What follows belongs to an exercise in optimizing a design on an open flow for small area and a short achievable clock period; a production flow would make more cautious choices. Function was checked by simulation only, so behaviour that the tests miss may differ from the original. Power and IR drop assume default switching activity.

==> inputs of trial 67 <==
// fifo
module fifo(clk,rst,din,dout,wen,ren,full,empty,fifo_cnt);
 input clk,rst;     
 input [31:0] din;  
 input wen,ren;               
 output reg [4:0] fifo_cnt;   
 output reg [31:0] dout;      
 output full,empty;           
 reg [31:0] mem [0:15];       
 reg [3:0] rptr,wptr;         
 assign empty = (fifo_cnt == 0)? 1 : 0;
 assign full  = (fifo_cnt == 16)? 1 : 0;
 always @(posedge clk)begin
  if(!rst)
   fifo_cnt <= 0;   
  else begin
   case ({wen,ren})
    2'b00: fifo_cnt <= fifo_cnt;   
    2'b01: fifo_cnt <= (fifo_cnt==0) ? 0: fifo_cnt - 1;    
    2'b10: fifo_cnt <= (fifo_cnt==16) ? 16: fifo_cnt + 1;  
    2'b11: fifo_cnt <= (fifo_cnt==0) ? 1: fifo_cnt;   
   endcase
  end
 end
always @(posedge clk) begin
 if(!rst) begin
  wptr <=0;   
  rptr <=0;   
 end
 else begin
  wptr <= ((wen && !full)) || ((wen && ren)) ? wptr + 1 : wptr;
  rptr <= ((ren && !empty)) ? rptr + 1 : rptr;
 end
end
always @(posedge clk) begin
 if(wen && !full)
  mem[wptr] <=din;  
 else if (wen && ren)
  mem[wptr] <=din;
end
always @(posedge clk) begin
 if(ren && !empty) begin
  dout <= mem[rptr];   
end
end
endmodule
==> module fifo, before the edit <==
module fifo(clk,rst,din,dout,wen,ren,full,empty,fifo_cnt);
 input clk,rst;     
 input [31:0] din;  
 input wen,ren;               
 output reg [4:0] fifo_cnt;   
 output reg [31:0] dout;      
 output full,empty;           
 reg [31:0] mem [0:15];       
 reg [3:0] rptr,wptr;         
 assign empty = (fifo_cnt == 0)? 1 : 0;
 assign full  = (fifo_cnt == 16)? 1 : 0;
 always @(posedge clk)begin
  if(!rst)
   fifo_cnt <= 0;   
  else begin
   case ({wen,ren})
    2'b00: fifo_cnt <= fifo_cnt;   
    2'b01: fifo_cnt <= (fifo_cnt==0) ? 0: fifo_cnt - 1;    
    2'b10: fifo_cnt <= (fifo_cnt==16) ? 16: fifo_cnt + 1;  
    2'b11: fifo_cnt <= (fifo_cnt==0) ? 1: fifo_cnt;   
   endcase
  end
 end
always @(posedge clk) begin
 if(!rst) begin
  wptr <=0;   
  rptr <=0;   
 end
 else begin
  wptr <= ((wen && !full)) || ((wen && ren)) ? wptr + 1 : wptr;
  rptr <= ((ren && !empty)) ? rptr + 1 : rptr;
 end
end
always @(posedge clk) begin
 if(wen && !full)
  mem[wptr] <=din;  
 else if (wen && ren)
  mem[wptr] <=din;
end
always @(posedge clk) begin
 if(ren && !empty) begin
  dout <= mem[rptr];   
end
end
endmodule
Settings: LEC_CHECK=0, CAP_MARGIN=20, CORE_MARGIN=2, CORE_UTILIZATION=40, SETUP_SLACK_MARGIN=0.7, SLEW_MARGIN=20; clock period 2.4 ns.
run.sh (not shown) runs the stock make flow with config.mk's settings and CLKGATE_MAP_FILE= SYNTH_SCRIPT=/design/flow/synth_recipe.tcl, a recipe that flattens the netlist after the stock synthesis.
==> build 80: changes against trial 67 <==
==> flow/design.v (replaced) <==
module fifo(clk,rst,din,dout,wen,ren,full,empty,fifo_cnt);
 input clk,rst;
 input [31:0] din;
 input wen,ren;
 output reg [4:0] fifo_cnt;
 output reg [31:0] dout;
 output reg full;
 output reg empty;
 reg [31:0] mem [0:15];
 reg [15:0] rsel, wsel;      
 reg        ne, nf;          
 reg [4:0]  ncnt;            
 wire rd  = ren & ne;                
 wire wr  = wen & (nf | ren);        
 wire inc = wr & ~rd;
 wire dec = rd & ~wr;
 wire [4:0] cnt    = ~ncnt;
 wire [4:0] cnt_up = cnt + 5'd1;
 wire [4:0] cnt_dn = cnt - 5'd1;
 wire [4:0] cnt_n  = inc ? cnt_up : dec ? cnt_dn : cnt;
 wire is1  = (cnt == 5'd1);
 wire is15 = (cnt == 5'd15);
 wire empty_n = ne ? (is1 & dec) : ~wen;
 wire full_n  = nf ? (is15 & inc) : ~dec;
 always @(posedge clk) begin
  if (!rst) begin
   fifo_cnt <= 5'd0;
   ncnt     <= 5'h1f;
   empty    <= 1'b1;
   full     <= 1'b0;
   ne       <= 1'b0;
   nf       <= 1'b1;
   wsel     <= 16'd1;
   rsel     <= 16'd1;
  end else begin
   fifo_cnt <= cnt_n;
   ncnt     <= ~cnt_n;
   empty    <= empty_n;
   full     <= full_n;
   ne       <= ~empty_n;
   nf       <= ~full_n;
   if (wr) wsel <= {wsel[14:0], wsel[15]};
   if (rd) rsel <= {rsel[14:0], rsel[15]};
  end
 end
 wire slot_we = nf | (wen & ren);
 integer i;
 always @(posedge clk) begin
  for (i = 0; i < 16; i = i + 1)
   if (slot_we && wsel[i]) mem[i] <= din;
 end
 reg [31:0] rdata;
 always @(*) begin
  rdata = 32'd0;
  for (i = 0; i < 16; i = i + 1)
   rdata = rdata | (mem[i] & {32{rsel[i]}});
 end
 always @(posedge clk) begin
  if (rd) dout <= rdata;
 end
endmodule
==> flow/flow/run.sh (new file) <==
#!/bin/bash
# The standard layout (standard.sh: the standard flow's synthesis and ORFS steps), with
# three changes:
#  - CTS clusters up to 25 sinks within 100 um and inserts no dummy loads,
#  - port buffers start as buf_4 instead of a delay-cell buffer,
#  - the resizer may swap cells across footprints.
set -euo pipefail
export CTS_ARGS="-sink_clustering_enable -repair_clock_nets -sink_clustering_size 25 -sink_clustering_max_diameter 100 -dont_use_dummy_load"
export BUFFER_PORTS_ARGS="-buffer_cell sky130_fd_sc_hd__buf_4"
bash standard.sh MATCH_CELL_FOOTPRINT=0 finish > standard_flow.log 2>&1
==> flow/standard.sh (new file) <==
#!/bin/bash
# synth_recipe.tcl (not shown) runs the flow's synth.tcl, then flattens the netlist and writes it again
# the make line also repeats each setting of config.mk as NAME=value (left out here)
make -C /OpenROAD-flow-scripts/flow DESIGN_CONFIG=/design/flow/config.mk WORK_HOME=/design/flow/orfs CLKGATE_MAP_FILE= SYNTH_SCRIPT=/design/flow/synth_recipe.tcl "${@:-finish}"
--- a/flow/config.mk
+++ b/flow/config.mk
@@ -9,4 +9,4 @@
 export CORE_MARGIN = 2
 export CORE_UTILIZATION = 40
-export SETUP_SLACK_MARGIN = 0.7
+export SETUP_SLACK_MARGIN = 0.8
 export SLEW_MARGIN = 20
removed: flow/run.sh
==> comparison table <==
| metric | build 80 | trial 67 |
|---|---|---|
| Post-CTS setup repair buffer count | 32 | 71 |
| Final cell area excluding filler cells | 24600 um2 | 27900 um2 |
| Largest stage delay on the critical path | 0.45 ns | 0.41 ns |
| Headroom to the max-slew limit | 0.557 | 0.506 |
| Status | timing/DRC/antenna clean | timing/DRC/antenna clean |
| Wire length per cell after detailed routing | 29.7 um | 26.9 um |
| Total design power | 17.1 mW | 24.6 mW |
| Number of multi-input combinational cells | 448 | 328 |
| Minimum clock period after layout | 1.66 ns | 2.25 ns |
| Post-synthesis net count | 1157 | 991 |
| Routed length on met1 | 24500 um | 21000 um |
| Post-Synthesis Mean Instance Area | 18.8 um2 | 22.2 um2 |
| Top fanout value on the critical path | 1 | 4 |
| Final Hold Slack | 0.189 ns | 0.606 ns |
| Share of total power in sequential cells | 0.668 | 0.454 |
| Internal power | 13.7 mW | 18.7 mW |

========
==> inputs of trial 66 <==
Another version of the RTL of fifo (not shown whole).
==> module fifo, before the edit <==
module fifo(clk,rst,din,dout,wen,ren,full,empty,fifo_cnt);
 input clk,rst;
 input [31:0] din;
 input wen,ren;
 output reg [4:0] fifo_cnt;
 output reg [31:0] dout;
 output full;
 output reg empty;
 reg [31:0] mem [0:15];
 reg [3:0]  rptr, wptr;
 assign full = fifo_cnt[4];
 wire rd = ren & ~empty;            
 wire wr = wen & (~full | ren);     
 always @(posedge clk) begin
  if (!rst) begin
   fifo_cnt <= 5'd0;
   empty    <= 1'b1;
   wptr     <= 4'd0;
   rptr     <= 4'd0;
  end else begin
   fifo_cnt <= fifo_cnt + {4'd0, wr} - {4'd0, rd};
   empty    <= empty ? ~wen : (fifo_cnt == 5'd1 && rd && !wr);
   if (wr) wptr <= wptr + 4'd1;
   if (rd) rptr <= rptr + 4'd1;
  end
 end
 wire slot_we = ~full | (wen & ren);
 integer i;
 always @(posedge clk) begin
  for (i = 0; i < 16; i = i + 1)
   if (slot_we && wptr == i) mem[i] <= din;
 end
 always @(posedge clk) begin
  if (rd) dout <= mem[rptr];
 end
endmodule
Settings: LEC_CHECK=0, CAP_MARGIN=20, CORE_MARGIN=2, CORE_UTILIZATION=55, SETUP_SLACK_MARGIN=1.0, SLEW_MARGIN=20; clock period 2.4 ns.
Stock flow here: none of the scripts above is used.
==> inputs of build 21, as changes to trial 66 <==
==> flow/design.v, changed modules only <==
module fifo(clk,rst,din,dout,wen,ren,full,empty,fifo_cnt);
 input clk,rst;
 input [31:0] din;
 input wen,ren;
 output reg [4:0] fifo_cnt;
 output reg [31:0] dout;
 output reg full;
 output reg empty;
 reg [31:0] mem [0:16];
 reg [16:0] rsel, wsel;      
 reg        ne, nf;          
 reg [4:0]  ncnt;            
 wire rd  = ren & ne;                
 wire wr  = wen & (nf | ren);        
 wire inc = wr & ~rd;
 wire dec = rd & ~wr;
 wire [4:0] cnt    = ~ncnt;
 wire [4:0] cnt_up = cnt + 5'd1;
 wire [4:0] cnt_dn = cnt - 5'd1;
 wire [4:0] cnt_n  = inc ? cnt_up : dec ? cnt_dn : cnt;
 wire is1  = (cnt == 5'd1);
 wire is15 = (cnt == 5'd15);
 wire empty_n = ne ? (is1 & dec) : ~wen;
 wire full_n  = nf ? (is15 & inc) : ~dec;
 always @(posedge clk) begin
  if (!rst) begin
   fifo_cnt <= 5'd0;
   ncnt     <= 5'h1f;
   empty    <= 1'b1;
   full     <= 1'b0;
   ne       <= 1'b0;
   nf       <= 1'b1;
   wsel     <= 17'd1;
   rsel     <= 17'd1;
  end else begin
   fifo_cnt <= cnt_n;
   ncnt     <= ~cnt_n;
   empty    <= empty_n;
   full     <= full_n;
   ne       <= ~empty_n;
   nf       <= ~full_n;
   if (wr) wsel <= {wsel[15:0], wsel[16]};
   if (rd) rsel <= {rsel[15:0], rsel[16]};
  end
 end
 integer i;
 always @(posedge clk) begin
  for (i = 0; i < 17; i = i + 1)
   if (wsel[i]) mem[i] <= din;
 end
 wire [16:0] rs = rsel & {17{rd}};
 reg [31:0] dout_n;
 always @(*) begin
  dout_n = dout & {32{~rd}};
  for (i = 0; i < 17; i = i + 1)
   dout_n = dout_n | (mem[i] & {32{rs[i]}});
 end
 always @(posedge clk) dout <= dout_n;
endmodule
- CORE_UTILIZATION: 55 -> 60
- CTS_CLUSTER_DIAMETER: not set -> 100
- CTS_CLUSTER_SIZE: not set -> 30
- SETUP_SLACK_MARGIN: 1.0 -> 0.8
==> inputs of trial 74, as changes to trial 66 <==
==> flow/design.v, changed modules only <==
module fifo(clk,rst,din,dout,wen,ren,full,empty,fifo_cnt);
 input clk,rst;
 input [31:0] din;
 input wen,ren;
 output reg [4:0] fifo_cnt;
 output reg [31:0] dout;
 output reg full;
 output reg empty;
 reg [31:0] mem [0:15];
 reg [15:0] rsel, wsel;      
 reg        ne, nf;          
 reg [4:0]  ncnt;            
 wire rd  = ren & ne;                
 wire wr  = wen & (nf | ren);        
 wire inc = wr & ~rd;
 wire dec = rd & ~wr;
 wire [4:0] cnt    = ~ncnt;
 wire [4:0] cnt_up = cnt + 5'd1;
 wire [4:0] cnt_dn = cnt - 5'd1;
 wire [4:0] cnt_n  = inc ? cnt_up : dec ? cnt_dn : cnt;
 wire is1  = (cnt == 5'd1);
 wire is15 = (cnt == 5'd15);
 wire empty_n = ne ? (is1 & dec) : ~wen;
 wire full_n  = nf ? (is15 & inc) : ~dec;
 always @(posedge clk) begin
  if (!rst) begin
   fifo_cnt <= 5'd0;
   ncnt     <= 5'h1f;
   empty    <= 1'b1;
   full     <= 1'b0;
   ne       <= 1'b0;
   nf       <= 1'b1;
   wsel     <= 16'd1;
   rsel     <= 16'd1;
  end else begin
   fifo_cnt <= cnt_n;
   ncnt     <= ~cnt_n;
   empty    <= empty_n;
   full     <= full_n;
   ne       <= ~empty_n;
   nf       <= ~full_n;
   if (wr) wsel <= {wsel[14:0], wsel[15]};
   if (rd) rsel <= {rsel[14:0], rsel[15]};
  end
 end
 wire slot_we = nf | (wen & ren);
 integer i;
 always @(posedge clk) begin
  for (i = 0; i < 16; i = i + 1)
   if (slot_we && wsel[i]) mem[i] <= din;
 end
 wire [15:0] rs = rsel & {16{rd}};
 reg [31:0] dout_n;
 always @(*) begin
  dout_n = dout & {32{~rd}};
  for (i = 0; i < 16; i = i + 1)
   dout_n = dout_n | (mem[i] & {32{rs[i]}});
 end
 always @(posedge clk) dout <= dout_n;
endmodule
==> flow/flow/run.sh (new file) <==
#!/bin/bash
# The standard layout (standard.sh: the standard flow's synthesis and ORFS steps), with
# three changes:
#  - CTS clusters up to 25 sinks within 100 um and inserts no dummy loads,
#  - port buffers start as buf_4 instead of a delay-cell buffer,
#  - the resizer may swap cells across footprints.
set -euo pipefail
export CTS_ARGS="-sink_clustering_enable -repair_clock_nets -sink_clustering_size 25 -sink_clustering_max_diameter 100 -dont_use_dummy_load"
export BUFFER_PORTS_ARGS="-buffer_cell sky130_fd_sc_hd__buf_4"
bash standard.sh MATCH_CELL_FOOTPRINT=0 finish > standard_flow.log 2>&1
==> flow/standard.sh (new file) <==
#!/bin/bash
# synth_recipe.tcl (not shown) runs the flow's synth.tcl, then flattens the netlist and writes it again
# the make line also repeats each setting of config.mk as NAME=value (left out here)
make -C /OpenROAD-flow-scripts/flow DESIGN_CONFIG=/design/flow/config.mk WORK_HOME=/design/flow/orfs CLKGATE_MAP_FILE= SYNTH_SCRIPT=/design/flow/synth_recipe.tcl "${@:-finish}"
- CORE_UTILIZATION: 55 -> 40
removed: flow/run.sh
==> comparison table <==
Fraction of synthesized cell area taken by the top area cell type: trial 74 73.3%; build 21 74.3%; trial 66 77.9%
Met2 track demand over resource in global routing: trial 74 35.5%; build 21 48.7%; trial 66 52.7%
Fraction of the mapped netlist area in adder cells: trial 74 0.239%; build 21 0.228%; trial 66 0.871%
Non-clock inverter count in the final layout: trial 74 3; build 21 5; trial 66 7
Reported sequential group power: trial 74 11.6 mW; build 21 12.2 mW; trial 66 11.4 mW
Sum of net half-perimeters after detailed placement: trial 74 27.4 mm; build 21 30.7 mm; trial 66 30.7 mm
Power in combinational cells: trial 74 1.35 mW; build 21 0.944 mW; trial 66 3.13 mW
Met3 usage in global routing: trial 74 7.94%; build 21 5.16%; trial 66 8.64%
Share of total power in sequential cells: trial 74 64.6%; build 21 67.0%; trial 66 47.4%
Number of gates resized after CTS: trial 74 198; build 21 211; trial 66 352
Multi-input combinational cell area: trial 74 4090 um^2; build 21 3800 um^2; trial 66 4910 um^2
Number of vias per cell: trial 74 6.15; build 21 6.67; trial 66 6.67
Number of enable flip-flop cells after synthesis: trial 74 512; build 21 544; trial 66 544
Die Area: trial 74 54300 um^2; build 21 38200 um^2; trial 66 39700 um^2
Number of placed cells counting well taps: trial 74 1910; build 21 1794; trial 66 1792
Synth cell types: trial 74 53; build 21 32; trial 66 47
Ant. Diodes: trial 74 3; build 21 1; trial 66 0
Run status: trial 74 timing/DRC/antenna clean; build 21 timing/DRC/antenna clean; trial 66 timing/DRC/antenna clean
Relative area of clock buffers and inverters in the final design: trial 74 2.55%; build 21 2.81%; trial 66 6.71%
Worst Setup SP: trial 74 dout[9]; build 21 rsel[4]; trial 66 rptr[1]

re-timing with driven ports:
How much do the figures lean on ideal ports? The routed layouts below were timed once more, with nothing changed but the port constraints.
Step 1 sets driving cells, clkbuf_16 on the clock port and buf_2 on the other inputs (assumed; they add their load-dependent delay and slew).
Step 2, shift: input delay + t, output delay - t, t = (earliest + latest rising clock arrival at the registers) / 2. This alone moves slack from input paths to output paths.
Slacks: no drivers / after step 1 / after step 2; pairs: no drivers / after step 1.
run | t (ns) | setup WS [ns] | worst setup path at the end | cell pins on the clock port's net
trial 67 | 0.639 | 0.150 / 0.110 / -0.139 | input to register | 1
build 80 | 0.635 | 0.739 / 0.683 / 0.568 | input to register | 1
trial 66 | 0.665 | 0.266 / 0.266 / 0.028 | input to register | 1
build 21 | 0.626 | 0.778 / 0.755 / 0.238 | input to register | 1
trial 74 | 0.647 | 0.819 / 0.762 / 0.398 | input to register | 1
With both steps, setup timing fails in trial 67, where it was met with ideal ports. For build 21, which loses most, drivers alone change the setup slack by -0.023 ns; drivers and shift together by -0.540 ns.
